What follows belongs to an exercise in optimizing a design on an open flow for small area and a short achievable clock period; a production flow would make more cautious choices.
In this exercise RTL edits were held to simulation tests only and were not proved equivalent to the original.
Power figures rest on the tool's default switching activity, not on a simulated workload.

### flow/design.v
module cpu (
    input clk,
    input reset,
    output reg [15:0] mem_addr,
    output reg [7:0] mem_data_write,
    input [7:0] mem_data_read,
    output reg mem_do_write,
    input [4:0] interrupts_enabled,
    input [4:0] interrupts_request,
    output reg [4:0] interrupts_ack,
    output cpu_is_halted,
    output [15:0] dbg_pc,
    output [15:0] dbg_sp,
    output [15:0] dbg_AF,
    output [15:0] dbg_BC,
    output [15:0] dbg_DE,
    output [15:0] dbg_HL,
    output dbg_instruction_retired,
    output reg [7:0] dbg_last_opcode
);
localparam S_IDLE = 4'd0,   
           S_FET  = 4'd1,
           S_DEC  = 4'd2,
           S_CB   = 4'd3,
           S_IML  = 4'd4,
           S_IMH  = 4'd5,
           S_LDL  = 4'd6,
           S_LDH  = 4'd7,
           S_EX   = 4'd8,
           S_STL  = 4'd9,
           S_STH  = 4'd10,
           S_PDL  = 4'd11,
           S_PDH  = 4'd12,
           S_WB   = 4'd13;
reg [3:0] st, nst;
reg [1:0] ph;
reg halted;
reg ime;
reg [15:0] pc, sp;
reg [7:0] rA, rB, rC, rD, rE, rH, rL;
reg fZ, fN, fH, fC;
reg [15:0] t;           
reg [4:0] ih;           
reg cbm;                
wire [7:0] op = dbg_last_opcode;
wire [7:0] cbop = t[15:8];
wire intr = |ih;
assign cpu_is_halted = halted;
assign dbg_pc = pc;
assign dbg_sp = sp;
assign dbg_AF = {rA, fZ, fN, fH, fC, 4'b0};
assign dbg_BC = {rB, rC};
assign dbg_DE = {rD, rE};
assign dbg_HL = {rH, rL};
wire [4:0] irq = interrupts_request & interrupts_enabled;
wire pending = ime & |irq;
wire [4:0] irq_first = irq & (~irq + 5'd1);
wire op_halts = mem_data_read == 8'h76 || mem_data_read == 8'h10 ||
                mem_data_read == 8'hd3 || mem_data_read == 8'hdb ||
                mem_data_read == 8'hdd || mem_data_read == 8'he3 ||
                mem_data_read == 8'he4 || mem_data_read == 8'heb ||
                mem_data_read == 8'hec || mem_data_read == 8'hed ||
                mem_data_read == 8'hf4 || mem_data_read == 8'hfc ||
                mem_data_read == 8'hfd;
wire nrm = ~intr & ~cbm;
wire cbx = cbm;                  
wire intd = intr & ~cbm;         
reg cond;
always @(*)
    case (op[4:3])
        2'd0: cond = ~fZ;
        2'd1: cond = fZ;
        2'd2: cond = ~fC;
        default: cond = fC;
    endcase
wire o_ldrr_imm = (op & 8'hcf) == 8'h01;
wire o_st_a_rr  = (op & 8'hcf) == 8'h02;    
wire o_ld_a_rr  = (op & 8'hcf) == 8'h0a;    
wire o_inc16    = (op & 8'hcf) == 8'h03;
wire o_dec16    = (op & 8'hcf) == 8'h0b;
wire o_inc8     = (op & 8'hc7) == 8'h04;
wire o_dec8     = (op & 8'hc7) == 8'h05;
wire o_ld8_imm  = (op & 8'hc7) == 8'h06;
wire o_rota     = (op & 8'he7) == 8'h07;    
wire o_ldnnsp   = op == 8'h08;
wire o_addhl    = (op & 8'hcf) == 8'h09;
wire o_jr       = op == 8'h18;
wire o_jrcc     = (op & 8'he7) == 8'h20;
wire o_daa      = op == 8'h27;
wire o_cpl      = op == 8'h2f;
wire o_scf      = op == 8'h37;
wire o_ccf      = op == 8'h3f;
wire o_ldrr8    = op[7:6] == 2'b01 && op != 8'h76;
wire o_alu      = op[7:6] == 2'b10;
wire o_alui     = (op & 8'hc7) == 8'hc6;
wire o_retcc    = (op & 8'he7) == 8'hc0;
wire o_pop      = (op & 8'hcf) == 8'hc1;
wire o_jpcc     = (op & 8'he7) == 8'hc2;
wire o_jp       = op == 8'hc3;
wire o_callcc   = (op & 8'he7) == 8'hc4;
wire o_push     = (op & 8'hcf) == 8'hc5;
wire o_rst      = (op & 8'hc7) == 8'hc7;
wire o_ret      = op == 8'hc9;
wire o_reti     = op == 8'hd9;
wire o_call     = op == 8'hcd;
wire o_ldh_st   = op == 8'he0;
wire o_ldc_st   = op == 8'he2;
wire o_addsp    = op == 8'he8;
wire o_jphl     = op == 8'he9;
wire o_ldnn_st  = op == 8'hea;
wire o_ldh_ld   = op == 8'hf0;
wire o_ldc_ld   = op == 8'hf2;
wire o_di       = op == 8'hf3;
wire o_ldhlsp   = op == 8'hf8;
wire o_ldsphl   = op == 8'hf9;
wire o_ldnn_ld  = op == 8'hfa;
wire o_ei       = op == 8'hfb;
wire call_t  = o_call | (o_callcc & cond);
wire ret_t   = o_ret | o_reti | (o_retcc & cond);
wire jp_t    = o_jp | (o_jpcc & cond);
wire jr_t    = o_jr | (o_jrcc & cond);
wire hl_src  = (o_ldrr8 | o_alu) & (op[2:0] == 3'd6) |
               (o_inc8 | o_dec8) & (op[5:3] == 3'd6);
wire hl_dst  = (o_ldrr8 | o_inc8 | o_dec8 | o_ld8_imm) & (op[5:3] == 3'd6);
wire n_imm16 = o_ldrr_imm | o_ldnnsp | o_jpcc | o_jp | o_callcc | o_call |
               o_ldnn_st | o_ldnn_ld;
wire n_imm   = n_imm16 | o_ld8_imm | o_jr | o_jrcc | o_alui | o_ldh_st |
               o_addsp | o_ldh_ld | o_ldhlsp;
wire n_ld16  = o_pop | ret_t;
wire n_ld    = n_ld16 | o_ld_a_rr | o_ldh_ld | o_ldc_ld | o_ldnn_ld | hl_src;
wire n_st16  = o_ldnnsp | o_push | call_t | o_rst;
wire n_st    = n_st16 | o_st_a_rr | o_ldh_st | o_ldc_st | o_ldnn_st | hl_dst;
wire n_pad   = call_t | o_retcc | o_ret | o_reti | o_rst | jp_t | jr_t |
               o_ldsphl | o_inc16 | o_dec16 | o_addhl | o_addsp | o_ldhlsp | o_push;
wire n_pad8  = (o_retcc & cond) | o_addsp;
wire cb_hl   = cbop[2:0] == 3'd6;
wire cb_bit  = cbop[7:6] == 2'b01;
wire d_imm   = nrm & n_imm;
wire d_imm16 = nrm & n_imm16;
wire d_ld    = nrm ? n_ld : (cbx & cb_hl);
wire d_ld16  = nrm & n_ld16;
wire d_st    = nrm ? n_st : intd | (cbx & cb_hl & ~cb_bit);
wire d_st16  = nrm ? n_st16 : intr;
wire d_pad   = nrm & n_pad;
wire d_pad8  = nrm & n_pad8;
reg [1:0] n_len;
always @(*)
    if (n_imm16) n_len = 2'd3;
    else if (n_imm | op == 8'hcb) n_len = 2'd2;
    else n_len = 2'd1;
wire [1:0] pc_inc = intr ? (cbm ? 2'd1 : 2'd0) : (cbm ? 2'd2 : n_len);
reg [1:0] c_pcinc;
always @(posedge clk) c_pcinc <= pc_inc;
wire [15:0] pcn = pc + {14'b0, c_pcinc};
wire hlpm = (o_st_a_rr | o_ld_a_rr) & op[5];           
wire o_popret = o_pop | o_ret | o_reti | o_retcc;
wire alu8 = o_alu | o_alui;
wire [2:0] alu_kind = op[5:3];    
wire sub8 = (alu8 & (alu_kind == 3'd2 | alu_kind == 3'd3 | alu_kind == 3'd7)) | o_dec8;
reg [2:0] k_sidx;
always @(*)
    if (cbm) k_sidx = cbop[2:0];
    else if (o_inc8 | o_dec8) k_sidx = op[5:3];
    else k_sidx = op[2:0];
wire k_useT = k_sidx == 3'd6 | (nrm & (o_ld_a_rr | o_ldh_ld | o_ldc_ld | o_ldnn_ld));
wire k_xP  = nrm & (o_inc16 | o_dec16 | hlpm | o_addhl | o_addsp | o_ldhlsp | o_ldsphl | o_jphl);
wire k_xM  = nrm & (o_jr | o_jrcc);
wire k_xA  = nrm & (alu8 | o_daa | o_cpl);
wire k_x01 = nrm & o_inc8;
wire k_xFF = nrm & o_dec8;
wire k_xT  = nrm & (o_ldrr_imm | o_pop | jp_t | call_t | ret_t);
wire k_y01 = nrm & (o_inc16 | (hlpm & ~op[4]));
wire k_yM1 = nrm & (o_dec16 | (hlpm & op[4]));
wire k_yHL = nrm & o_addhl;
wire k_ySx = nrm & (o_addsp | o_ldhlsp | o_jr | o_jrcc);
wire k_yZ  = nrm & (o_ldrr_imm | o_pop | jp_t | call_t | ret_t | o_ldsphl | o_jphl);
wire k_yInv = nrm & ((alu8 & sub8) | (o_daa & fN));
wire k_daa6  = nrm & o_daa & (fH | (~fN & (rA[3:0] > 4'h9)));
wire k_daa60 = nrm & o_daa & (fC | (~fN & (rA > 8'h99)));
wire k_cin = nrm & ((o_jr | o_jrcc) | (o_daa & fN) |
                    (alu8 & (alu_kind == 3'd2 | alu_kind == 3'd7)) |
                    (alu8 & alu_kind == 3'd1 & fC) | (alu8 & alu_kind == 3'd3 & ~fC));
wire k_wSh   = (cbm & cbop[7:6] == 2'b00) | (nrm & o_rota);
wire k_wBand = cbm & cbop[7:6] == 2'b01;
wire k_wBres = cbm & cbop[7:6] == 2'b10;
wire k_wBset = cbm & cbop[7:6] == 2'b11;
wire k_wCpl  = nrm & o_cpl;
wire k_wAnd  = nrm & alu8 & alu_kind == 3'd4;
wire k_wXor  = nrm & alu8 & alu_kind == 3'd5;
wire k_wOr   = nrm & alu8 & alu_kind == 3'd6;
wire k_wSum  = nrm & ((alu8 & (alu_kind[2] == 1'b0 | alu_kind == 3'd7)) | o_inc8 | o_dec8 | o_daa);
wire k_wT    = nrm & o_ld_a_rr & op[5];    
wire [2:0] k_shk = cbm ? cbop[5:3] : {1'b0, op[4:3]};
reg [2:0] k_didx;
reg k_w8;
always @(*) begin
    k_didx = 3'd7;
    k_w8 = 1'b0;
    if (cbm) begin
        k_didx = cbop[2:0];
        k_w8 = ~cb_bit;
    end else if (nrm) begin
        if (o_ldrr8 | o_ld8_imm | o_inc8 | o_dec8) begin k_didx = op[5:3]; k_w8 = 1'b1; end
        else if ((alu8 & alu_kind != 3'd7) | o_rota | o_daa | o_cpl |
                 o_ld_a_rr | o_ldh_ld | o_ldc_ld | o_ldnn_ld) k_w8 = 1'b1;
    end
end
wire k_w16 = nrm & (o_ldrr_imm | o_pop | o_inc16 | o_dec16 | o_addhl | o_ldhlsp | hlpm |
                    o_addsp | o_ldsphl);
wire [1:0] k_w16i = (o_addhl | o_ldhlsp | hlpm) ? 2'd2 : (o_addsp | o_ldsphl) ? 2'd3 : op[5:4];
wire k_popaf = nrm & o_pop & op[5:4] == 2'd3;
wire k_weA  = (k_w8 & k_didx == 3'd7) | k_popaf;
wire k_weB  = (k_w8 & k_didx == 3'd0) | (k_w16 & k_w16i == 2'd0);
wire k_weC  = (k_w8 & k_didx == 3'd1) | (k_w16 & k_w16i == 2'd0);
wire k_weD  = (k_w8 & k_didx == 3'd2) | (k_w16 & k_w16i == 2'd1);
wire k_weE  = (k_w8 & k_didx == 3'd3) | (k_w16 & k_w16i == 2'd1);
wire k_weH  = (k_w8 & k_didx == 3'd4) | (k_w16 & k_w16i == 2'd2);
wire k_weL  = (k_w8 & k_didx == 3'd5) | (k_w16 & k_w16i == 2'd2);
wire k_weSP = k_w16 & k_w16i == 2'd3 & ~o_pop;
wire k_spst = intr | (nrm & (o_push | call_t | o_rst | o_pop | ret_t));
wire k_rb8  = k_w8 & ~hlpm;    
wire k_aw8  = k_w8;            
reg k_zZ8, k_zA, k_nA, k_hC4, k_hC12, k_hA, k_cC8, k_cSh, k_cC16, k_cA, k_hInv, k_cInv;
reg [3:0] k_fk;    
always @(*) begin
    k_zZ8 = 0; k_zA = 0; k_nA = 0; k_hC4 = 0; k_hC12 = 0; k_hA = 0;
    k_cC8 = 0; k_cSh = 0; k_cC16 = 0; k_cA = 0; k_hInv = 0; k_cInv = 0;
    k_fk = {fZ, fN, fH, fC};
    if (cbm) begin
        case (cbop[7:6])
            2'b00: begin k_zZ8 = 1; k_fk[2:1] = 2'b00; k_cSh = 1; end
            2'b01: begin k_zZ8 = 1; k_fk[2:1] = 2'b01; end
            default: ;
        endcase
    end else if (nrm) begin
        if (alu8) begin
            k_zZ8 = 1;
            case (alu_kind)
                3'd4: k_fk[2:0] = 3'b010;
                3'd5, 3'd6: k_fk[2:0] = 3'b000;
                default: begin k_fk[2] = sub8; k_hC4 = 1; k_hInv = sub8; k_cC8 = 1; k_cInv = sub8; end
            endcase
        end
        else if (o_inc8 | o_dec8) begin k_zZ8 = 1; k_fk[2] = sub8; k_hC4 = 1; k_hInv = sub8; end
        else if (o_daa) begin k_zZ8 = 1; k_fk[1] = 1'b0; k_fk[0] = fC | (~fN & (rA > 8'h99)); end
        else if (o_cpl) k_fk[2:1] = 2'b11;
        else if (o_scf) k_fk[2:0] = 3'b001;
        else if (o_ccf) k_fk[2:0] = {2'b00, ~fC};
        else if (o_rota) begin k_fk[3:1] = 3'b000; k_cSh = 1; end
        else if (o_addhl) begin k_fk[2] = 1'b0; k_hC12 = 1; k_cC16 = 1; end
        else if (o_addsp | o_ldhlsp) begin k_fk[3:2] = 2'b00; k_hC4 = 1; k_cC8 = 1; end
        else if (o_pop & op[5:4] == 2'd3) begin k_zA = 1; k_nA = 1; k_hA = 1; k_cA = 1; end
    end
end
wire k_npcS = nrm & (jp_t | call_t | ret_t | jr_t | o_jphl);
wire k_npcV = intd | (nrm & o_rst);
wire [7:0] k_vec = intd ? {1'b0, 1'b1, ih[4], ih[3] | ih[2], ih[3] | ih[1], 3'b0}
                        : {2'b00, op[5:3], 3'b0};
reg [2:0] c_shk;
reg c_cin, c_wT, c_wSh, c_wBand, c_wBres, c_wBset, c_wCpl, c_wAnd, c_wXor, c_wOr,
    c_wSum, c_weA, c_weB, c_weC, c_weD, c_weE, c_weH, c_weL, c_weSP, c_spst, c_rb8, c_aw8,
    c_zZ8, c_zA, c_nA, c_hC4, c_hC12, c_hA, c_cC8, c_cSh, c_cC16, c_cA, c_hInv, c_cInv,
    c_npcS, c_npcV;
always @(posedge clk) begin
    c_shk <= k_shk;
    c_cin <= k_cin; c_wT <= k_wT;
    c_wSh <= k_wSh; c_wBand <= k_wBand; c_wBres <= k_wBres; c_wBset <= k_wBset;
    c_wCpl <= k_wCpl; c_wAnd <= k_wAnd; c_wXor <= k_wXor; c_wOr <= k_wOr; c_wSum <= k_wSum;
    c_weA <= k_weA; c_weB <= k_weB; c_weC <= k_weC; c_weD <= k_weD; c_weE <= k_weE;
    c_weH <= k_weH; c_weL <= k_weL; c_weSP <= k_weSP; c_spst <= k_spst; c_rb8 <= k_rb8;
    c_aw8 <= k_aw8;
    c_zZ8 <= k_zZ8; c_zA <= k_zA; c_nA <= k_nA; c_hC4 <= k_hC4; c_hC12 <= k_hC12; c_hA <= k_hA;
    c_cC8 <= k_cC8; c_cSh <= k_cSh; c_cC16 <= k_cC16; c_cA <= k_cA; c_hInv <= k_hInv;
    c_cInv <= k_cInv;
    c_npcS <= k_npcS; c_npcV <= k_npcV;
end
reg [7:0] sv_c;
always @(*)
    if (k_useT) sv_c = t[7:0];
    else case (k_sidx)
        3'd0: sv_c = rB;
        3'd1: sv_c = rC;
        3'd2: sv_c = rD;
        3'd3: sv_c = rE;
        3'd4: sv_c = rH;
        3'd5: sv_c = rL;
        default: sv_c = rA;
    endcase
function [1:0] psel_of(input [7:0] x);
    if ((x & 8'hcf) == 8'hc1 || (x & 8'he7) == 8'hc0 || x == 8'hc9 || x == 8'hd9 ||
        x == 8'h08 || x == 8'he8 || x == 8'hf8)
        psel_of = 2'd3;
    else if ((x & 8'hcf) == 8'hc5 || (x & 8'hc7) == 8'h03 || (x & 8'hcf) == 8'h09 ||
             (x & 8'he7) == 8'h02)
        psel_of = x[5:4];
    else
        psel_of = 2'd2;
endfunction
reg [1:0] psel;
always @(posedge clk)
    if (st == S_FET) psel <= psel_of(mem_data_read);
reg [15:0] P;
always @(*)
    case (psel)
        2'd0: P = {rB, rC};
        2'd1: P = {rD, rE};
        2'd2: P = {rH, rL};
        default: P = sp;
    endcase
reg sp_dn;
always @(posedge clk) sp_dn <= intr | o_push | call_t | o_rst;
wire [15:0] spn = {sp[15:1] + (sp_dn ? 15'h7fff : 15'h0001), sp[0]};
wire [15:0] sext_t = {{8{t[7]}}, t[7:0]};
wire [7:0] daa_v = {1'b0, k_daa60, k_daa60, 2'b00, k_daa6, k_daa6, 1'b0};
wire [15:0] ax_c = ({16{k_xP}} & P) | ({16{k_xT}} & t) | ({16{k_xM}} & mem_addr) |
                   ({16{k_xA}} & {8'h00, rA}) | {8'h00, {7{k_xFF}}, k_xFF | k_x01};
reg [15:0] ay_c;
always @(*)
    if (k_y01) ay_c = 16'h0001;
    else if (k_yM1) ay_c = 16'hffff;
    else if (k_yHL) ay_c = {rH, rL};
    else if (k_ySx) ay_c = sext_t;
    else if (k_yZ) ay_c = 16'h0000;
    else ay_c = {8'h00, (o_daa & nrm ? daa_v : sv_c) ^ {8{k_yInv}}};
reg [15:0] ax, ay;
always @(posedge clk) begin
    ax <= ax_c;
    ay <= ay_c;
end
wire [7:0] sv = ay[7:0];
wire [7:0] av = ax[7:0];
wire [16:0] asum = {1'b0, ax} + {1'b0, ay} + {16'b0, c_cin};
wire c4  = ax[4] ^ ay[4] ^ asum[4];
wire c8  = ax[8] ^ ay[8] ^ asum[8];
wire c12 = ax[12] ^ ay[12] ^ asum[12];
wire c16 = asum[16];
wire [7:0] bmask = 8'b1 << cbop[5:3];
reg [7:0] sh_out;
reg sh_c;
always @(*)
    case (c_shk)
        3'd0: begin sh_out = {sv[6:0], sv[7]}; sh_c = sv[7]; end    
        3'd1: begin sh_out = {sv[0], sv[7:1]}; sh_c = sv[0]; end    
        3'd2: begin sh_out = {sv[6:0], fC}; sh_c = sv[7]; end       
        3'd3: begin sh_out = {fC, sv[7:1]}; sh_c = sv[0]; end       
        3'd4: begin sh_out = {sv[6:0], 1'b0}; sh_c = sv[7]; end     
        3'd5: begin sh_out = {sv[7], sv[7:1]}; sh_c = sv[0]; end    
        3'd6: begin sh_out = {sv[3:0], sv[7:4]}; sh_c = 1'b0; end   
        default: begin sh_out = {1'b0, sv[7:1]}; sh_c = sv[0]; end  
    endcase
wire w8_other = ~(c_wT | c_wSh | c_wBand | c_wBres | c_wBset | c_wCpl | c_wAnd | c_wXor | c_wOr | c_wSum);
wire [7:0] w8 = ({8{c_wT}} & t[7:0]) | ({8{c_wSh}} & sh_out) | ({8{c_wBand}} & sv & bmask) |
                ({8{c_wBres}} & sv & ~bmask) | ({8{c_wBset}} & (sv | bmask)) |
                ({8{c_wCpl}} & ~av) | ({8{c_wAnd}} & av & sv) | ({8{c_wXor}} & (av ^ sv)) |
                ({8{c_wOr}} & (av | sv)) | ({8{c_wSum}} & asum[7:0]) | ({8{w8_other}} & sv);
wire z8 = w8 == 8'h00;
wire [15:0] rb = c_rb8 ? {w8, w8} : asum[15:0];
wire [3:0] fnew = {
    c_zZ8 ? z8 : c_zA ? asum[7] : k_fk[3],
    c_nA ? asum[6] : k_fk[2],
    c_hC4 ? c4 ^ c_hInv : c_hC12 ? c12 : c_hA ? asum[5] : k_fk[1],
    c_cC8 ? c8 ^ c_cInv : c_cSh ? sh_c : c_cC16 ? c16 : c_cA ? asum[4] : k_fk[0]};
wire [15:0] npc = c_npcS ? asum[15:0] : c_npcV ? {8'h00, k_vec} : pcn;
reg [15:0] am;
always @(*)
    if (cbm) am = P;
    else if (intr | o_push | call_t | o_rst) am = spn;
    else if (o_ldh_st | o_ldh_ld) am = {8'hff, t[7:0]};
    else if (o_ldc_st | o_ldc_ld) am = {8'hff, rC};
    else if (o_ldnn_st | o_ldnn_ld | o_ldnnsp) am = t;
    else am = P;
reg [15:0] sdat;
always @(*)
    if (intr) sdat = cbm ? {cbop[7:6] == 2'b11 ? {8{t[7]}} : 8'h00, w8} : pcn;
    else if (cbm | hl_dst) sdat = {8'h00, w8};
    else if (o_push & op[5:4] == 2'd3) sdat = {rA, fZ, fN, fH, fC, 4'b0};
    else if (o_push | o_ldnnsp) sdat = P;
    else if (call_t | o_rst) sdat = pcn;
    else sdat = {8'h00, rA};
reg opcb;    
wire cb_go = opcb & ~pending;
wire ph3 = ph == 2'd3;
reg c_ld, c_ld16, c_st, c_st16, c_pad, c_pad8, c_imm16;
always @(posedge clk) begin
    c_ld <= d_ld; c_ld16 <= d_ld16; c_st <= d_st; c_st16 <= d_st16;
    c_pad <= d_pad; c_pad8 <= d_pad8; c_imm16 <= d_imm16;
end
wire s_idle = st == S_IDLE, s_fet = st == S_FET, s_dec = st == S_DEC, s_cb = st == S_CB,
     s_iml = st == S_IML, s_imh = st == S_IMH, s_ldl = st == S_LDL, s_ldh = st == S_LDH,
     s_ex = st == S_EX, s_stl = st == S_STL, s_sth = st == S_STH, s_pdl = st == S_PDL,
     s_pdh = st == S_PDH, s_wb = st == S_WB;
wire grp = ~(s_idle | s_fet | s_dec | s_ex | s_wb);
wire go_iml = s_dec & d_imm;
wire go_ldl = (s_dec & ~d_imm & d_ld) |
              (ph3 & c_ld & (s_cb | (s_iml & ~c_imm16) | s_imh));
wire go_imh = ph3 & s_iml & c_imm16;
wire go_ldh = ph3 & s_ldl & c_ld16;
wire go_ex  = (s_dec & ~opcb & ~d_imm & ~d_ld) |
              (ph3 & ((s_cb & ~c_ld) | (s_iml & ~c_imm16 & ~c_ld) | (s_imh & ~c_ld) |
                      (s_ldl & ~c_ld16) | s_ldh));
wire go_stl = s_ex & c_st;
wire go_sth = ph3 & s_stl & c_st16;
wire go_pdl = (s_ex & ~c_st & c_pad) | (ph3 & c_pad & ((s_stl & ~c_st16) | s_sth));
wire go_pdh = ph3 & s_pdl & c_pad8;
wire go_wb  = (s_ex & ~c_st & ~c_pad) |
              (ph3 & (((s_stl & ~c_st16) | s_sth) & ~c_pad | (s_pdl & ~c_pad8) | s_pdh));
always @(*) begin
    nst = st;
    if (s_fet) nst = S_DEC;
    if (go_iml) nst = S_IML;
    if (go_imh) nst = S_IMH;
    if (go_ldl) nst = S_LDL;
    if (go_ldh) nst = S_LDH;
    if (go_ex) nst = S_EX;
    if (go_stl) nst = S_STL;
    if (go_sth) nst = S_STH;
    if (go_pdl) nst = S_PDL;
    if (go_pdh) nst = S_PDH;
    if (go_wb) nst = S_WB;
    if (s_idle | s_wb) nst = (pending | ~halted) ? S_FET : S_IDLE;
    if (s_dec & opcb) nst = pending ? S_EX : S_CB;
end
wire to_wb  = go_wb;
wire to_inc = go_iml | go_imh | go_ldh | go_sth;    
wire to_ldl = go_ldl;
wire to_stl = go_stl;
wire to_sth = go_sth;
reg in_wb;
assign dbg_instruction_retired = in_wb;
always @(posedge clk) begin
    interrupts_ack <= 5'b0;
    if (reset) begin
        st <= S_IDLE;
        in_wb <= 1'b0;
        ph <= 2'd0;
        halted <= 1'b0;
        pc <= 16'h0000;
        sp <= 16'h0000;
        rA <= 8'h00; rB <= 8'h00; rC <= 8'h00; rD <= 8'h00;
        rE <= 8'h00; rH <= 8'h00; rL <= 8'h00;
        {fZ, fN, fH, fC} <= 4'h0;
        mem_do_write <= 1'b0;
        mem_addr <= 16'h0000;
        ime <= 1'b0;
    end else begin
        st <= nst;
        in_wb <= to_wb;
        ph <= grp ? ph + 2'd1 : 2'd0;
        mem_do_write <= to_stl | to_sth;
        if (st == S_FET) begin
            dbg_last_opcode <= mem_data_read;
            halted <= op_halts & ~pending;
            ih <= pending ? irq_first : 5'b0;
            opcb <= mem_data_read == 8'hcb;
            cbm <= 1'b0;
        end
        if (s_idle | s_wb) halted <= halted & ~pending;
        if (st == S_DEC) cbm <= cb_go;
        if (ph == 2'd1 && (st == S_IML || st == S_LDL)) t[7:0] <= mem_data_read;
        if (ph == 2'd1 && (st == S_CB || st == S_IMH || st == S_LDH)) t[15:8] <= mem_data_read;
        if (to_inc | (s_dec & opcb & ~pending)) mem_addr <= mem_addr + 16'd1;
        if (to_ldl | to_stl) mem_addr <= am;
        if (to_stl) mem_data_write <= sdat[7:0];
        if (to_sth) mem_data_write <= sdat[15:8];
        if (to_wb) begin
            pc <= npc;
            mem_addr <= npc;
            interrupts_ack <= ih;
            {fZ, fN, fH, fC} <= fnew;
            if (nrm & o_di) ime <= 1'b0;
            if (nrm & (o_ei | o_reti)) ime <= 1'b1;
            if (c_weA) rA <= c_aw8 ? w8 : rb[15:8];
            if (c_weB) rB <= rb[15:8];
            if (c_weC) rC <= rb[7:0];
            if (c_weD) rD <= rb[15:8];
            if (c_weE) rE <= rb[7:0];
            if (c_weH) rH <= rb[15:8];
            if (c_weL) rL <= rb[7:0];
            if (c_weSP) sp <= rb;
            if (c_spst) sp <= spn;
        end
    end
end
endmodule
### flow/config.mk
export PLATFORM = sky130hd
export DESIGN_NAME = cpu
export DESIGN_NICKNAME = cpu
export VERILOG_FILES = /design/flow/design.v
export SDC_FILE = /design/flow/constraint.sdc
export NUM_CORES = 4
export LEC_CHECK = 0
export CAP_MARGIN = 20
export CORE_MARGIN = 2
export CORE_UTILIZATION = 55
export CTS_CLUSTER_DIAMETER = 60
export CTS_CLUSTER_SIZE = 20
export SLEW_MARGIN = 20
### flow/flow/run.sh
#!/bin/bash
# The standard layout (standard.sh: unchanged synthesis, placement, CTS,
# routing), with two settings changed:
#  - the resizer's setup repair aims at a larger slack than the ORFS default,
#    so that it sizes and buffers the critical paths although 12 ns is met;
#  - the port buffers are buf_2 cells (ORFS otherwise picks a 10 um2 delay
#    buffer); every input and output port is still buffered.
# make's output goes to orfs_make.log; each ORFS step logs to orfs/logs/.
set -euo pipefail
bash standard.sh SETUP_SLACK_MARGIN=8.3 \
    "BUFFER_PORTS_ARGS=-buffer_cell sky130_fd_sc_hd__buf_2" \
    finish > orfs_make.log 2>&1
### flow/standard.sh
#!/bin/bash
# synth_recipe.tcl (not shown) runs the flow's synth.tcl, then flattens the netlist and writes it again
# the make line also repeats each setting of config.mk as NAME=value (left out here)
make -C /OpenROAD-flow-scripts/flow DESIGN_CONFIG=/design/flow/config.mk WORK_HOME=/design/flow/orfs CLKGATE_MAP_FILE= SYNTH_SCRIPT=/design/flow/synth_recipe.tcl "${@:-finish}"
### flow/constraint.sdc
create_clock -name core_clock -period 12.0 [get_ports {clk}]
set_input_delay 2.4000 -clock core_clock [delete_from_list [all_inputs] [get_ports {clk}]]
set_output_delay 2.4000 -clock core_clock [all_outputs]
set_load 0.01 [all_outputs]
==> flow_summary.toml, run 1 <==
[power]
clock_power_share_pct = 25.7
switching_power_uw = 1333
power.total_uw = 3080
leakage_uw = 0.007390
ir_drop_v = 0.0001474
power_frac_comb_pct = 40.5
p_per_area_mw_per_mm2 = 166.6
power_frac_seq_pct = 33.8
swShare_pct = 43.28
internal-power_uw = 1747

[layout]
drive_gt1_share_pct = 17.48
antenna_cells = 0
multiInputGateArea_sq_mm = 0.01014
syn_to_final_growth_pct = 15.95
fill_cells = 2457
seqCellArea_sq_mm = 0.005250
final_net_count = 2160

[sta]
timing.hold.ws_ns = 0.4616
finClkSkew_ns = 0.03857
post-route-period-util_pct = 30.88
worst-slew-pin-transition_ns = 1.038
finalHoldViolCount = 0
slew_headroom_pct = 30.10
fin_crit_ns = 3.706
max_freq_ghz = 0.2699
setup_tns_ns = 0
rsz0062_at_grt = "yes"
finalSetupViolCount = 0
drv_slew = 0

[route]
wl_per_cell_um = 28.74
drcViolationCount = 0
via_per_inst = 7.211
postRouteWirelength_um = 71700
drtIter0Drc = 3063
vias = 17992
drt_first_pass_iters = 7
antenna_left = 0

[synth]
syn_inst = 1973
ys_types = 91
yosysSeqAreaShare_pct = 32.83
synth-seq-cells = 241
synth_ff_type = "dfxtp_1"
ys_async_sr_fraction_pct = 0
syn_area_sq_mm = 0.01595
yosysWarnings = 1
synth_edf_count = 41
syn_area_per_cell_sq_um = 8.082

[clock_network]
path_clk_slew_ns = 0.08
h-tree-depth = 1
clkSinkCount = 241
root_buffer = "clkbuf_16"
cts_tree = "done"
clkLatencyLatePin_ns = 0.56
cts_buffer_depth = 3
cts_buffers = 23
holdBufCountCts = 0

[global_routing]
grt_pass1_wl_um = 105100
grt_usage_pct = 45.51
grt_pass1_vias = 16215
grt_max_degree = 54
gr-total-overflow = 0
grt_antenna_before_repair = 1

[die]
die-area_sq_mm = 0.03037
initial_utilization_pct = 55.70
rows = 62
io_pins = 156
core_area_sq_mm = 0.02863
die_h_um = 174.3
die_w_um = 174.3

[place]
hpwl_um = 52380
portBuffers = 151
globalplace.congestion = 1.037

[critical_path]
crit_path_start_kind = "flip-flop"
required_ns = 12.43
worst-setup-path-type = "reg -> reg"
end_kind = "flip-flop"
arrival_ns = 4.13
crit_path_max_fanout = 11

[worst_hold_path]
hold_class = "reg -> reg"

[outcome]
status = "finished clean"

[job]
maxCapViolCount = 0
==> critical path: stages (launching register included) <==
cell	delay (ns)
edfxtp_1	0.45
buf_12	0.16
buf_4	0.16
buf_4	0.15
o41ai_1	0.67
o21a_2	0.42
mux2_2	0.37
a22oi_1	0.30
a21oi_1	0.16
a21oi_1	0.15
a21oi_1	0.10
mux2i_1	0.13
a21oi_1	0.33
==> per-layer routing <==
metal	GRT usage [%]	wire (um)	up-vias
met3	11.70	10140	324
li1	-	-	7693
met1	60.78	26570	8397
met5	0	10	-
met2	67.72	30140	1576
met4	23.91	4837	2
==> cells by family (layout without fill, tap and decap cells) <==
family / after synthesis / count (layout) / share of synthesized area, %
buffers and inverters: 202 / 335 / 5.147
multiplexers: 62 / 62 / 5.367
AND/OR/NAND/NOR: 675 / 677 / 20.50
flip-flops: 241 / 241 / 32.83
adder cells (fa/ha/maj): 45 / 45 / 3.719
XOR/XNOR: 56 / 56 / 3.076
AO/OA/AOI/OAI: 691 / 691 / 29.34
other: 1 / 4 / 0.02352
==> final timing paths <==
check	start	endpoint	slack [ns]	cells after the start
setup reg to reg	dbg_last_opcode[1]	ay[7]	8.29	12
hold reg to reg	ph[0]	ph[0]	0.46	1
hold / removal	ph[0]	ph[0]	0.46	1
setup / recovery	dbg_last_opcode[1]	ay[7]	8.29	12
==> cells in the mapped netlist, types with 12 or more instances <==
cell type | count | area (sq um)
a221o_1 | 26 | 260.3
ha_1 | 41 | 513.0
o221ai_1 | 18 | 157.7
nand2_1 | 188 | 705.7
buf_2 | 17 | 85.08
nand2b_1 | 28 | 175.2
o21ai_0 | 142 | 710.7
clkbuf_1 | 97 | 364.1
nor2_1 | 171 | 641.9
o211ai_1 | 33 | 247.7
a22oi_1 | 22 | 165.2
a211oi_1 | 32 | 240.2
dfxtp_1 | 200 | 4004
o21a_1 | 21 | 157.7
mux4_2 | 18 | 405.4
nor3_1 | 59 | 295.3
xnor2_1 | 28 | 245.2
and2_1 | 12 | 75.07
xor2_1 | 28 | 245.2
a21oi_1 | 169 | 845.8
a21o_1 | 22 | 165.2
mux2i_1 | 36 | 360.4
or3_1 | 14 | 87.58
a31oi_1 | 35 | 219.0
and3_1 | 32 | 200.2
o22ai_1 | 23 | 143.9
nand4_1 | 16 | 100.1
edfxtp_1 | 41 | 1231
nor2b_1 | 20 | 125.1
nand3_1 | 73 | 365.4
inv_1 | 66 | 247.7
==> what timing repair did <==
action | 4_1_cts | 5_1_grt
pin swaps | 1 | 1
gates resized for setup | 35 | 30
gates cloned | 5 | 2
setup buffers | 26 | 9
endpoints found under the setup margin | 77 | 84
==> stage by stage <==
stage	cells	util, %	setup WS [ns]	instance area [sq um]
2_1_floorplan	1976	-	8.264	16060
3_3_place_gp	2410	59.31	7.426	16980
3_5_place_dp	2410	59.31	7.368	16980
4_1_cts	2482	63.77	8.198	18260
5_1_grt	2495	64.59	8.210	18490
6_report	2495	64.59	8.294	18490
==> cell usage in the layout (no fill, tap or decap), types with 11 or more instances in the layout <==
cell	n
a211oi_1	30
a21o_1	22
a21oi_1	167
a221o_1	26
a22oi_1	21
a31oi_1	34
and2_1	11
and3_1	29
buf_2	150
buf_4	60
clkbuf_16	23
dfxtp_1	188
dfxtp_2	12
edfxtp_1	41
ha_1	41
inv_1	65
mux2i_1	36
mux4_2	18
nand2_1	185
nand2b_1	28
nand3_1	71
nand4_1	16
nor2_1	167
nor2b_1	19
nor3_1	58
nor4_1	11
o211ai_1	33
o21a_1	19
o21ai_0	140
o221ai_1	18
o22ai_1	22
or3_1	14
xnor2_1	27
xor2_1	27
==> power groups by stage <==
stage	logic (uW)	registers [uW]	clock network [uW]
3_3_place_gp	1080	1060	0
5_1_grt	1310	1040	819
2_1_floorplan	758	984	0
6_report	1250	1040	793
4_1_cts	1150	1040	788
3_5_place_dp	1080	1060	0
==> area by class of cell <==
type / instances / area share, %
Clock inverter: 16 / 1.259
Clock buffer: 25 / 3.154
Inverter: 67 / 1.381
Timing Repair Buffer: 227 / 8.391
Tap cell: 384 / 2.599
Sequential cell: 241 / 28.40
Multi-Input combinational cell: 1535 / 54.82
==> sequential cells by signal (all words and copies together) (netlist names), 2 cells and up <==
signal           cells
rH                   8
psel                 2
ay                  16
rL                   8
rD                   8
ph                   2
rB                   8
c_pcinc              2
ax                  16
sp                  16
c_shk                3
pc                  16
t                   16
rC                   8
rE                   8
rA                   8
mem_data_write       8
mem_addr            16
ih                   5
interrupts_ack       5
dbg_last_opcode      8
st                   4
==> run 2, diff against run 1 <==
--- a/flow/design.v
+++ b/flow/design.v
@@ -263,7 +263,7 @@
     c_npcS, c_npcV;
 always @(posedge clk) begin
     c_shk <= k_shk;
-    c_cin <= k_cin; c_wT <= k_wT;
+    c_cin <= k_cin & ~incmode; c_wT <= k_wT;
     c_wSh <= k_wSh; c_wBand <= k_wBand; c_wBres <= k_wBres; c_wBset <= k_wBset;
     c_wCpl <= k_wCpl; c_wAnd <= k_wAnd; c_wXor <= k_wXor; c_wOr <= k_wOr; c_wSum <= k_wSum;
     c_weA <= k_weA; c_weB <= k_weB; c_weC <= k_weC; c_weD <= k_weD; c_weE <= k_weE;
@@ -312,11 +312,12 @@
 wire [15:0] spn = {sp[15:1] + (sp_dn ? 15'h7fff : 15'h0001), sp[0]};
 wire [15:0] sext_t = {{8{t[7]}}, t[7:0]};
 wire [7:0] daa_v = {1'b0, k_daa60, k_daa60, 2'b00, k_daa6, k_daa6, 1'b0};
-wire [15:0] ax_c = ({16{k_xP}} & P) | ({16{k_xT}} & t) | ({16{k_xM}} & mem_addr) |
+wire incmode;
+wire [15:0] ax_c = incmode ? mem_addr : ({16{k_xP}} & P) | ({16{k_xT}} & t) | ({16{k_xM}} & mem_addr) |
                    ({16{k_xA}} & {8'h00, rA}) | {8'h00, {7{k_xFF}}, k_xFF | k_x01};
 reg [15:0] ay_c;
 always @(*)
-    if (k_y01) ay_c = 16'h0001;
+    if (incmode | k_y01) ay_c = 16'h0001;
     else if (k_yM1) ay_c = 16'hffff;
     else if (k_yHL) ay_c = {rH, rL};
     else if (k_ySx) ay_c = sext_t;
@@ -380,6 +381,9 @@
 reg opcb;    
 wire cb_go = opcb & ~pending;
 wire ph3 = ph == 2'd3;
+assign incmode = (st == S_FET) |
+                 (ph == 2'd2 & ((st == S_IML & c_imm16) | (st == S_LDL & c_ld16) |
+                                (st == S_STL & c_st16)));
 reg c_ld, c_ld16, c_st, c_st16, c_pad, c_pad8, c_imm16;
 always @(posedge clk) begin
     c_ld <= d_ld; c_ld16 <= d_ld16; c_st <= d_st; c_st16 <= d_st16;
@@ -458,7 +462,7 @@
         if (st == S_DEC) cbm <= cb_go;
         if (ph == 2'd1 && (st == S_IML || st == S_LDL)) t[7:0] <= mem_data_read;
         if (ph == 2'd1 && (st == S_CB || st == S_IMH || st == S_LDH)) t[15:8] <= mem_data_read;
-        if (to_inc | (s_dec & opcb & ~pending)) mem_addr <= mem_addr + 16'd1;
+        if (to_inc | (s_dec & opcb & ~pending)) mem_addr <= asum[15:0];
         if (to_ldl | to_stl) mem_addr <= am;
         if (to_stl) mem_data_write <= sdat[7:0];
         if (to_sth) mem_data_write <= sdat[15:8];
==> run 2 against run 1 <==
Against the previous run: still clean; count of clock-buffer cells in the layout increased by 2; final cell count is 2.5% higher; die area increased by 0.14%; setup slack worse by 0.17 ns; non-clock buffer count rose by 3; first-iteration DRC count rose by 12%; critical path depth is 2 lower; via count grew 1.9%; critical endpoint is now fH; largest cell class unchanged; largest power group unchanged; highest routed layer unchanged.
==> flow_summary.toml, run 2 <==
[die]
die_w_um = 174.4
die-area_sq_mm = 0.03041
io_pins = 156
die_h_um = 174.4
rows = 62
initial_utilization_pct = 55.78
core_area_sq_mm = 0.02863

[synth]
yosys.area.top_type_share_pct = 25.07
yosysSeqAreaShare_pct = 32.78
yosysWarnings = 1
yosysMostFrequentCell = "nand2_1"
synth_edf_count = 41
synth.area.top_cells = "dfxtp_1, edfxtp_1, nand2_1"
synth_top_area_cell = "dfxtp_1"
ys_types = 99
synth_ff_type = "dfxtp_1"
syn_area_per_cell_sq_um = 7.839
ys_async_sr_fraction_pct = 0
synth-seq-cells = 241
syn_area_sq_mm = 0.01597
syn_inst = 2037
yosys-top-cells-count = "nand2_1, nor2_1, dfxtp_1"

[global_routing]
grt_pass1_wl_um = 105700
grt_max_degree = 74
busiest_layer = "met2"
grt_pass1_vias = 16290
global_route.usage.met3_pct = 13.56
grt_usage_pct = 46.09
global_route.usage.met2_pct = 66.12
use_met1_pct = 61.87
gr-total-overflow = 0
grt_antenna_before_repair = 6

[critical_path]
crit_path_max_fanout = 6
rrSetupSlack_ns = 8.12
crit_path_start = "ay[3]"
worstReg2RegEnd = "fH"
endpoint = "fH"
rr_startpoint = "ay[3]"
worstRegToRegCells = 10
end_kind = "flip-flop"
arrival_ns = 4.35
crit_path_start_kind = "flip-flop"
worst-setup-path-type = "reg -> reg"
required_ns = 12.47

[power]
leakage_uw = 0.007339
ir_drop_v = 0.0001326
p_per_area_mw_per_mm2 = 176.1

[worst_hold_path]
hold_class = "reg -> reg"

[route]
vias = 18334
via_per_inst = 7.167
wl_per_cell_um = 28.71
drt_first_pass_iters = 9
drtIter0Drc = 3425
drcViolationCount = 0
antenna_left = 0
postRouteWirelength_um = 73450

[clock_network]
h-tree-depth = 1
cts_buffer_depth = 3
root_buffer = "clkbuf_16"
path_clk_slew_ns = 0.08
cts_tree = "done"
holdBufCountCts = 0
clkLatencyLatePin_ns = 0.56
cts_buffers = 24
clkSinkCount = 241

[place]
pre_cts_ws_ns = 7.786
globalplace.congestion = 1.073
portBuffers = 151
hpwl_um = 52980
dpl-instance-area_sq_mm = 0.01690

[layout]
final_common_cell = "nand2_1"
syn_to_final_growth_pct = 16.31
drive_gt1_share_pct = 17.40
layout_common_cells = "nand2_1, nor2_1, dfxtp_1, a21oi_1, buf_2"
final_net_count = 2220
final_core_util_pct = 64.88
design_area_sq_mm = 0.01857
seqCellArea_sq_mm = 0.005249
multiInputGateArea_sq_mm = 0.01017
fill_cells = 2504

[sta]
worst-slew-pin-transition_ns = 1.194
drv_slew = 0
finalHoldViolCount = 0
rsz0062_at_grt = "yes"
finClkSkew_ns = 0.02083
finalSetupViolCount = 0
post-route-period-util_pct = 32.30
setup_slack_ns = 8.124
fin_crit_ns = 3.876
max_freq_ghz = 0.2580
setup_tns_ns = 0
slew_headroom_pct = 19.54

[job]
maxCapViolCount = 0

[outcome]
status = "finished clean"
## run 2: cell count changes in the layout (fill, tap and decap cells not counted), moves of 7 or more
cell      before  now
a211oi_1      30   53
a21o_1        22   12
a21oi_1      167  157
a221o_1       26    4
a221oi_1      10   18
a222oi_1      10    3
and3_1        29   16
nand2_1      185  248
nor2_1       167  210
nor3_1        58   41
## run 2: per-stage QoR
stage	hold WS, ns	power (uW)	instances
detailed placement	0.4537	2253	2461
finish	0.4754	3271	2558
global route	0.5233	3354	2556
CTS	0.4717	3111	2525
global placement	0.4441	2246	2461
floorplan	0.4332	1792	2040
## run 2: how the worst min path moves through the flow
stage / start / end / slack, ns / cells past startpoint
2_1_floorplan: ph[0] / ph[0] / 0.43 / 1
3_5_place_dp: ph[0] / ph[0] / 0.45 / 1
5_1_grt: ph[0] / ph[0] / 0.52 / 1
6_report: ph[0] / ph[0] / 0.48 / 1
4_1_cts: ph[0] / ph[0] / 0.47 / 1
3_3_place_gp: ph[0] / ph[0] / 0.44 / 1
## run 2: metal layers
layer  wire length (um)  vias up
met4               5437        4
met3              11000      368
met5                 21        -
met1              27410     8535
met2              29580     1628
li1                   -     7799
## run 2: area by class of cell
class,count,area share [%]
Antenna cell,2,0.02695
Clock buffer,27,3.524
Clock inverter,16,1.085
Inverter,65,1.314
Multi-Input combinational cell,1593,54.79
Sequential cell,241,28.26
Tap cell,384,2.587
Timing Repair Buffer,230,8.415
## run 2: critical path, cell delays in order, from the launching register on
cell,delay [ns]
dfxtp_1,0.64
inv_1,0.12
ha_1,0.44
o21ai_0,0.18
o21bai_1,0.17
a21oi_1,0.10
xnor2_1,0.77
a221oi_1,0.40
a211oi_2,0.62
a21oi_1,0.10
a211oi_1,0.24
## run 2: power by group
group          leakage, uW  switching, uW  internal, uW  total, uW
clock network     0.000417            402           424        826
registers          0.00200            137           899       1040
logic              0.00492            942           467       1410
total              0.00734           1480          1790       3270
## run 2: logic make-up (layout without fill, tap and decap cells)
logic type / count (synthesis) / count (layout) / synth area share (%)
mux: 58 / 58 / 5.070
fa+ha+maj: 46 / 46 / 3.777
simple gates: 747 / 748 / 21.78
flops: 241 / 241 / 32.78
other cells: 1 / 6 / 0.02348
xor+xnor: 46 / 46 / 2.523
buf+inv: 207 / 338 / 5.321
compound gates: 691 / 691 / 28.72
## run 2: repair_timing
| item | CTS | global route |
|---|---|---|
| setup buffers | 17 | 28 |
| setup endpoints to repair | 57 | 72 |
| resized for setup | 23 | 46 |
| gates cloned | 4 | 2 |
| pin swaps | 0 | 13 |
==> run 3, diff against run 2 <==
--- a/flow/design.v
+++ b/flow/design.v
@@ -161,8 +161,10 @@
 always @(*)
     if (cbm) k_sidx = cbop[2:0];
     else if (o_inc8 | o_dec8) k_sidx = op[5:3];
+    else if (o_addhl) k_sidx = 3'd5;       
     else k_sidx = op[2:0];
-wire k_useT = k_sidx == 3'd6 | (nrm & (o_ld_a_rr | o_ldh_ld | o_ldc_ld | o_ldnn_ld));
+wire k_useT = k_sidx == 3'd6 | (nrm & (o_ld_a_rr | o_ldh_ld | o_ldc_ld | o_ldnn_ld |
+                                      o_addsp | o_ldhlsp | o_jr | o_jrcc));
 wire k_xP  = nrm & (o_inc16 | o_dec16 | hlpm | o_addhl | o_addsp | o_ldhlsp | o_ldsphl | o_jphl);
 wire k_xM  = nrm & (o_jr | o_jrcc);
 wire k_xA  = nrm & (alu8 | o_daa | o_cpl);
@@ -313,16 +315,20 @@
 wire [15:0] sext_t = {{8{t[7]}}, t[7:0]};
 wire [7:0] daa_v = {1'b0, k_daa60, k_daa60, 2'b00, k_daa6, k_daa6, 1'b0};
 wire incmode;
-wire [15:0] ax_c = incmode ? mem_addr : ({16{k_xP}} & P) | ({16{k_xT}} & t) | ({16{k_xM}} & mem_addr) |
-                   ({16{k_xA}} & {8'h00, rA}) | {8'h00, {7{k_xFF}}, k_xFF | k_x01};
-reg [15:0] ay_c;
-always @(*)
-    if (incmode | k_y01) ay_c = 16'h0001;
-    else if (k_yM1) ay_c = 16'hffff;
-    else if (k_yHL) ay_c = {rH, rL};
-    else if (k_ySx) ay_c = sext_t;
-    else if (k_yZ) ay_c = 16'h0000;
-    else ay_c = {8'h00, (o_daa & nrm ? daa_v : sv_c) ^ {8{k_yInv}}};
+wire xm = k_xM | incmode;
+wire xo = ~incmode;
+wire [15:0] ax_c = ({16{xm}} & mem_addr) | ({16{k_xP & xo}} & P) | ({16{k_xT & xo}} & t) |
+                   ({16{k_xA & xo}} & {8'h00, rA}) |
+                   {8'h00, {7{k_xFF & xo}}, (k_xFF | k_x01) & xo};
+wire y_c01  = incmode | k_y01;
+wire y_cFF  = xo & k_yM1;
+wire y_daa  = xo & nrm & o_daa;
+wire y_sv   = xo & ~k_y01 & ~k_yM1 & ~k_yZ & ~(nrm & o_daa);
+wire y_svInv = nrm & alu8 & sub8;
+wire [7:0] ay_lo = ({8{y_sv}} & (sv_c ^ {8{y_svInv}})) | ({8{y_daa}} & (daa_v ^ {8{fN}})) |
+                   {7'b0, y_c01} | {8{y_cFF}};
+wire [7:0] ay_hi = {8{y_cFF}} | ({8{xo & k_yHL}} & rH) | ({8{xo & k_ySx}} & {8{t[7]}});
+wire [15:0] ay_c = {ay_hi, ay_lo};
 reg [15:0] ax, ay;
 always @(posedge clk) begin
     ax <= ax_c;
@@ -362,22 +368,37 @@
     c_hC4 ? c4 ^ c_hInv : c_hC12 ? c12 : c_hA ? asum[5] : k_fk[1],
     c_cC8 ? c8 ^ c_cInv : c_cSh ? sh_c : c_cC16 ? c16 : c_cA ? asum[4] : k_fk[0]};
 wire [15:0] npc = c_npcS ? asum[15:0] : c_npcV ? {8'h00, k_vec} : pcn;
-reg [15:0] am;
-always @(*)
-    if (cbm) am = P;
-    else if (intr | o_push | call_t | o_rst) am = spn;
-    else if (o_ldh_st | o_ldh_ld) am = {8'hff, t[7:0]};
-    else if (o_ldc_st | o_ldc_ld) am = {8'hff, rC};
-    else if (o_ldnn_st | o_ldnn_ld | o_ldnnsp) am = t;
-    else am = P;
-reg [15:0] sdat;
-always @(*)
-    if (intr) sdat = cbm ? {cbop[7:6] == 2'b11 ? {8{t[7]}} : 8'h00, w8} : pcn;
-    else if (cbm | hl_dst) sdat = {8'h00, w8};
-    else if (o_push & op[5:4] == 2'd3) sdat = {rA, fZ, fN, fH, fC, 4'b0};
-    else if (o_push | o_ldnnsp) sdat = P;
-    else if (call_t | o_rst) sdat = pcn;
-    else sdat = {8'h00, rA};
+wire k_amSP  = ~cbm & (intr | o_push | call_t | o_rst);
+wire k_amIOt = ~cbm & ~intr & (o_ldh_st | o_ldh_ld);
+wire k_amIOC = ~cbm & ~intr & (o_ldc_st | o_ldc_ld);
+wire k_amT   = ~cbm & ~intr & (o_ldnn_st | o_ldnn_ld | o_ldnnsp);
+reg c_amSP, c_amIOt, c_amIOC, c_amT, opF2;
+always @(posedge clk) begin
+    c_amSP <= k_amSP; c_amIOt <= k_amIOt; c_amIOC <= k_amIOC; c_amT <= k_amT;
+end
+wire in_dec = st == S_DEC;
+wire a_SP  = ~in_dec & c_amSP;
+wire a_IOt = ~in_dec & c_amIOt;
+wire a_IOC = in_dec ? opF2 : c_amIOC;
+wire a_T   = ~in_dec & c_amT;
+wire a_P   = ~(a_SP | a_IOt | a_IOC | a_T);
+wire [15:0] am = ({16{a_P}} & P) | ({16{a_SP}} & spn) | ({16{a_T}} & t) |
+                 {{8{a_IOt | a_IOC}}, ({8{a_IOt}} & t[7:0]) | ({8{a_IOC}} & rC)};
+wire k_sdw8 = cbm | (~intr & hl_dst);
+wire k_sdpc = intd | (nrm & (call_t | o_rst));
+wire k_sdaf = nrm & o_push & op[5:4] == 2'd3;
+wire k_sdP  = nrm & ((o_push & op[5:4] != 2'd3) | o_ldnnsp);
+wire k_sdhy = intr & cbm & cbop[7:6] == 2'b11;
+reg sd_w8, sd_pc, sd_af, sd_P, sd_hy;
+always @(posedge clk) begin
+    sd_w8 <= k_sdw8; sd_pc <= k_sdpc; sd_af <= k_sdaf; sd_P <= k_sdP; sd_hy <= k_sdhy;
+end
+wire sd_A  = ~(sd_w8 | sd_pc | sd_af | sd_P);
+wire [7:0] sd_lo = ({8{sd_w8}} & w8) | ({8{sd_pc}} & pcn[7:0]) |
+                   ({8{sd_af}} & {fZ, fN, fH, fC, 4'b0}) | ({8{sd_P}} & P[7:0]) |
+                   ({8{sd_A}} & rA);
+wire [7:0] sd_hi = ({8{sd_hy}} & {8{t[7]}}) |
+                   ({8{sd_pc}} & pcn[15:8]) | ({8{sd_af}} & rA) | ({8{sd_P}} & P[15:8]);
 reg opcb;    
 wire cb_go = opcb & ~pending;
 wire ph3 = ph == 2'd3;
@@ -456,6 +477,7 @@
             halted <= op_halts & ~pending;
             ih <= pending ? irq_first : 5'b0;
             opcb <= mem_data_read == 8'hcb;
+            opF2 <= mem_data_read == 8'hf2;
             cbm <= 1'b0;
         end
         if (s_idle | s_wb) halted <= halted & ~pending;
@@ -464,8 +486,8 @@
         if (ph == 2'd1 && (st == S_CB || st == S_IMH || st == S_LDH)) t[15:8] <= mem_data_read;
         if (to_inc | (s_dec & opcb & ~pending)) mem_addr <= asum[15:0];
         if (to_ldl | to_stl) mem_addr <= am;
-        if (to_stl) mem_data_write <= sdat[7:0];
-        if (to_sth) mem_data_write <= sdat[15:8];
+        if (to_stl) mem_data_write <= sd_lo;
+        if (to_sth) mem_data_write <= sd_hi;
         if (to_wb) begin
             pc <= npc;
             mem_addr <= npc;
==> run 3 against run 2 <==
Against the previous run: synthesized cell count down 7.5%; count of clock-buffer cells in the layout up 2; via count down 8.1%; clock skew up 0.0060 ns; flip-flop and latch count up 10; die area down 0.93%; final cell count down 6.9%; worst hold slack worse by 0.0028 ns; highest routed layer unchanged; still clean on timing, DRC and antenna; largest cell class unchanged; critical path type is now reg -> out; global-route usage down 2.8 points; critical path depth down 9; total power down 5.3%.
==> flow_summary.toml, run 3 <==
[critical_path]
crit_family = "flip-flops"
crit_path_start = "fC"
rrSetupSlack_ns = 8.42
worst-setup-path-type = "reg -> out"
end_kind = "output pin"
cpMaxStageDelayCell = "dfxtp_2"
cpPeakStageDelay_ns = 0.55
critical_path_buf_inv_count = 1
rr_startpoint = "sp[1]"
required_ns = 9.60
worstReg2RegEnd = "mem_addr[15]"
crit_path_start_kind = "flip-flop"
worstRegToRegCells = 10
arrival_ns = 1.30
endpoint = "dbg_AF[4]"
crit_path_max_fanout = 12
crit_cells = 1
crit_path_cell_trace = "buf_2"

[synth]
ys_types = 94
ys_async_sr_fraction_pct = 0
synth_compound_area_share_pct = 26.49
yosysWarnings = 1
synth_ff_type = "dfxtp_1"
yosys.area.top_type_share_pct = 26.45
synth_top_area_cell = "dfxtp_1"
yosys.area_share.simple_pct = 20.92
synth_mux_area_share_pct = 6.669
synth_edf_count = 42
synth.area.top_cells = "dfxtp_1, edfxtp_1, nor2_1"
syn_area_sq_mm = 0.01582
yosysMostFrequentCell = "dfxtp_1"
yosysSeqAreaShare_pct = 34.43
syn_area_per_cell_sq_um = 8.395
synth-seq-cells = 251
syn_inst = 1884
synthAdderAreaFrac_pct = 3.813
yosys-top-cells-count = "dfxtp_1, nor2_1, nand2_1"
synth_top_family_by_area = "compound AO/OA/AOI/OAI gates"
synth_xor_area_share_pct = 2.603

[sta]
slew_headroom_pct = 32.25
post-route-period-util_pct = 30.79
finalSetupViolCount = 0
setup_tns_ns = 0
finalHoldViolCount = 0
rsz0062_at_grt = "yes"
fin_crit_ns = 3.695
drv_slew = 0
finClkSkew_ns = 0.02684
setup_slack_ns = 8.305
worst-slew-pin-transition_ns = 1.013
max_freq_ghz = 0.2706

[place]
hpwl_um = 49410
globalplace.congestion = 1.019
place_inst = 2306
pre_cts_ws_ns = 7.536
portBuffers = 151

[clock_network]
h-tree-depth = 1
path_clk_slew_ns = 0.07
holdBufCountCts = 0
clkLatencyLatePin_ns = 0.56
cts_buffer_depth = 3
root_buffer = "clkbuf_16"
cts_tree = "done"
clkSinkCount = 251
cts_buffers = 24

[route]
antenna_left = 0
drtIter0Drc = 2443
postRouteWirelength_um = 67610
vias = 16855
drt_first_pass_iters = 7
drcViolationCount = 0
via_per_inst = 7.079
wl_per_cell_um = 28.40

[power]
ir_drop_v = 0.0001389
swShare_pct = 42.72
switching_power_uw = 1324
power_frac_comb_pct = 38.8
internal-power_uw = 1775
power_frac_seq_pct = 34.6
leakage_uw = 0.007042
power.total_uw = 3099
p_per_area_mw_per_mm2 = 171.6
clock_power_share_pct = 26.7

[layout]
layoutNonFillerInstCount = 2381
syn_to_final_growth_pct = 14.15
layout_common_cells = "nor2_1, dfxtp_1, nand2_1, buf_2, a21oi_1"
drive_gt1_share_pct = 17.28
final_common_cell = "nor2_1"
final_net_count = 2043

[global_routing]
grt_max_degree = 76
grt_pass1_wl_um = 98950
grt_antenna_before_repair = 2
gr-total-overflow = 0
grt_usage_pct = 43.33
grt_pass1_vias = 15336

[outcome]
status = "finished clean"

[job]
maxCapViolCount = 0

[die]
initial_utilization_pct = 55.40
die_w_um = 173.6
die-area_sq_mm = 0.03013
io_pins = 156
die_h_um = 173.6
core_area_sq_mm = 0.02855
rows = 62

[worst_hold_path]
hold_class = "reg -> reg"
run 3: cell types whose count changed in the layout (fill, tap and decap cells not counted), moves of 14 or more:
| cell | change |
|---|---|
| nand2_1 | -57 |
| buf_4 | -21 |
| a31oi_1 | -14 |
| a21oi_1 | -35 |
| o21ai_0 | -81 |
| a221o_1 | +17 |
run 3: cells by family (layout without fill, tap and decap cells):
| family | count (synthesis) | after routing |
|---|---|---|
| xor+xnor | 47 | 47 |
| flops | 251 | 251 |
| mux | 74 | 74 |
| other cells | 1 | 5 |
| buf+inv | 196 | 305 |
| fa+ha+maj | 46 | 46 |
| compound gates | 582 | 582 |
| simple gates | 687 | 687 |
run 3: per-layer routing:
layer	GRT usage [%]	vias up	routed length [um]
met3	9.430	300	9140
met2	63.60	1385	27750
met1	59.74	7887	25910
li1	-	7281	-
met5	0	-	13
met4	23.14	2	4796
run 3: per-stage QoR:
step / hold slack (ns) / util (%) / instance area [sq um]
after floorplan: 0.4332 / - / 15850
after global placement: 0.4518 / 58.56 / 16720
after detailed placement: 0.4589 / 58.56 / 16720
after CTS: 0.4772 / 62.76 / 17920
after global routing: 0.4988 / 63.24 / 18050
final: 0.4726 / 63.25 / 18050
run 3: final cells by class:
type,count,area (sq um)
Fill cell,2563,10490
Multi-Input combinational cell,1440,9717
Sequential cell,251,5459
Timing Repair Buffer,205,1333
Clock buffer,29,670.6
Tap cell,384,480.5
Inverter,56,210.2
Clock inverter,15,182.7
Antenna cell,1,2.502
run 3: how the worst min path moves through the flow:
stage / startpoint / to / slack [ns] / depth (start not counted)
2_1_floorplan: ph[0] / ph[0] / 0.43 / 1
3_3_place_gp: ih[1] / interrupts_ack[1] / 0.45 / 1
3_5_place_dp: ih[1] / interrupts_ack[1] / 0.46 / 1
4_1_cts: ph[0] / ph[0] / 0.48 / 1
5_1_grt: ih[1] / interrupts_ack[1] / 0.50 / 1
6_report: ih[1] / interrupts_ack[1] / 0.47 / 1
run 3: power groups by stage:
stage          clock network [uW]  registers, uW  logic (uW)
6_report                      827           1070        1200
5_1_grt                       855           1080        1250
4_1_cts                       821           1060        1130
3_5_place_dp                    0           1090        1080
3_3_place_gp                    0           1090        1070
2_1_floorplan                   0           1020         742
run 3: repair_timing:
action                                  4_1_cts  5_1_grt
gates resized for setup                      22       20
cloned                                        4        1
endpoints found under the setup margin       28       66
pin swaps                                     1        1
buffers inserted                             20        5
==> run 4, diff against run 3 <==
--- a/flow/config.mk
+++ b/flow/config.mk
@@ -7,7 +7,7 @@
 export LEC_CHECK = 0
 export CAP_MARGIN = 20
 export CORE_MARGIN = 2
-export CORE_UTILIZATION = 55
+export CORE_UTILIZATION = 62
 export CTS_CLUSTER_DIAMETER = 60
 export CTS_CLUSTER_SIZE = 20
 export SLEW_MARGIN = 20
==> run 4 against run 3 <==
Against the previous run: clock power down 13%; flip-flop and latch count unchanged; combinational power about the same; critical endpoint is now mem_addr[3].
==> flow_summary.toml, run 4 <==
[die]
initial_utilization_pct = 62.99
die-area_sq_mm = 0.02680
die_h_um = 163.7
die_w_um = 163.7
io_pins = 156
core_area_sq_mm = 0.02511
rows = 58

[sta]
setup_slack_ns = 8.278
drv_slew = 0
worst-slew-pin-transition_ns = 1.164
setup_tns_ns = 0
finalHoldViolCount = 0
finalSetupViolCount = 0
post-route-period-util_pct = 31.02
fin_crit_ns = 3.722
finClkSkew_ns = 0.01734
max_freq_ghz = 0.2687
rsz0062_at_grt = "yes"
slew_headroom_pct = 22.14

[global_routing]
grt_pass1_wl_um = 95350
grt_antenna_before_repair = 1
grt_pass1_vias = 15182
grt_usage_pct = 47.26
grt_max_degree = 91
gr-total-overflow = 0

[place]
portBuffers = 151
place_inst = 2253
globalplace.congestion = 1.056
pre_cts_ws_ns = 7.697
hpwl_um = 47700

[clock_network]
path_clk_slew_ns = 0.08
cts_tree = "done"
clkSinkCount = 251
h-tree-depth = 1
cts_buffers = 22
root_buffer = "clkbuf_16"
cts_buffer_depth = 3
holdBufCountCts = 0
clkLatencyLatePin_ns = 0.54

[power]
power.total_uw = 2979
leakage_uw = 0.006957
p_per_area_mw_per_mm2 = 167.3
ir_drop_v = 0.0001657

[synth]
yosysWarnings = 1
ys_async_sr_fraction_pct = 0
synth.area.top_cells = "dfxtp_1, edfxtp_1, nor2_1"
synth-seq-cells = 251
syn_area_sq_mm = 0.01582
synth_edf_count = 42
yosys.area.top_type_share_pct = 26.45
synth_ff_type = "dfxtp_1"
yosysSeqAreaShare_pct = 34.43
synth_top_area_cell = "dfxtp_1"
yosysMostFrequentCell = "dfxtp_1"
syn_inst = 1884
syn_area_per_cell_sq_um = 8.395
ys_types = 94
yosys-top-cells-count = "dfxtp_1, nor2_1, nand2_1"

[layout]
layoutNonFillerInstCount = 2321
final_core_util_pct = 70.92
layout_common_cells = "nor2_1, dfxtp_1, nand2_1, buf_2, a21oi_1"
syn_to_final_growth_pct = 12.59
drive_gt1_share_pct = 16.84
final_net_count = 2039
fill_cells = 1950

[critical_path]
end_kind = "flip-flop"
critical_path_buf_inv_count = 1
crit_path_cell_trace = "buf_4 -> and2_0 -> nand2_1 -> a221o_1 -> a21o_4 -> o31a_1 -> a211oi_1 -> o311a_1 -> nor3_1"
arrival_ns = 4.10
worst-setup-path-type = "reg -> reg"
crit_path_max_fanout = 16
cpMaxStageDelayCell = "a211oi_1"
crit_family = "compound AO/OA/AOI/OAI gates"
cpPeakStageDelay_ns = 0.64
rr_startpoint = "dbg_last_opcode[7]"
crit_path_start = "dbg_last_opcode[7]"
crit_path_start_kind = "flip-flop"
required_ns = 12.38

[outcome]
status = "finished clean"

[route]
drcViolationCount = 0
drt_first_pass_iters = 8
antenna_left = 0
wl_per_cell_um = 28.35
via_per_inst = 7.387
vias = 17146
postRouteWirelength_um = 65800
drtIter0Drc = 3053

[job]
maxCapViolCount = 0

[worst_hold_path]
hold_start = "ih[1]"
hold_class = "reg -> reg"
==> run 4: metal layers <==
layer	GRT usage, %	vias to the layer above	wire [um]
li1	-	7249	-
met1	62.76	7955	23710
met2	70.05	1601	27310
met3	14.04	339	10440
met4	23.72	2	4331
met5	0	-	17
==> run 4: stage by stage <==
stage / instance area (sq um) / hold slack, ns
2_1_floorplan: 15850 / 0.4332
3_3_place_gp: 16650 / 0.4504
3_5_place_dp: 16650 / 0.4528
4_1_cts: 17570 / 0.4640
5_1_grt: 17800 / 0.4757
6_report: 17810 / 0.4594
==> run 4: path summary, 6_finish.rpt <==
path / endpoint / slack, ns / depth (start not counted)
setup reg to reg: mem_addr[3] / 8.28 / 9
setup / recovery: mem_addr[3] / 8.28 / 9
hold / removal: interrupts_ack[1] / 0.46 / 1
hold reg to reg: interrupts_ack[1] / 0.46 / 1
==> run 4: repair_timing <==
action,4_1_cts,5_1_grt
setup endpoints to repair,32,57
buffers inserted,10,11
resized for setup,21,26
cloned,2,2
pin swaps,0,3
==> run 4: final cells by class <==
type / count / area, sq um / share of cell area, %
well taps: 330 / 412.9 / 2.319
clock inverters: 15 / 146.4 / 0.8221
repair buffers: 203 / 1297 / 7.286
multi-input cells: 1440 / 9717 / 54.57
flip-flops and latches: 251 / 5460 / 30.66
inverters: 56 / 210.2 / 1.180
diodes: 2 / 5.005 / 0.02811
clock buffers: 24 / 558.0 / 3.134
==> run 4: cell families after synthesis <==
logic type	count (synthesis)	synth area share, %
DFF	251	34.43
muxes	74	6.669
buffers and inverters	196	5.063
AOI/OAI and AO/OA	582	26.49
other	1	0.02371
and+or+nand+nor	687	20.92
adders and majority gates	46	3.813
xor gates and xnor gates	47	2.603
==> run 4: power by group <==
part           total, uW  switching, uW  internal (uW)  leakage (uW)
clock                720            364            356      0.000342
combinational       1190            775            411       0.00453
sequential          1070            141            932       0.00208

-- what the ideal ports hide --
The flow's constraints put no driver on any port. The routed layouts listed below were extracted and timed again, unchanged, in two steps. Step 1 assumes that a clkbuf_16 drives the clock port and a buf_2 every other input. Step 2, shift: input delay + t, output delay - t, t = (earliest + latest rising clock arrival at the registers) / 2. This alone moves slack from input paths to output paths. Three values: ideal ports, drivers, drivers and shift; two values: the first two.
| run | t, ns | slack for setup (ns) | pins driven straight from the clock port |
|---|---|---|---|
| run 1 | 0.593 | 8.294 / 8.248 / 7.777 | 1 |
| run 2 | 0.603 | 8.124 / 8.124 / 7.763 | 1 |
| run 3 | 0.607 | 8.305 / 8.249 / 7.801 | 1 |
| run 4 | 0.585 | 8.278 / 8.240 / 7.858 | 1 |
After both steps setup and hold are still met in every run listed. The setup slack of run 1, which loses most, moves by -0.046 ns with the drivers and by -0.517 ns with both steps.
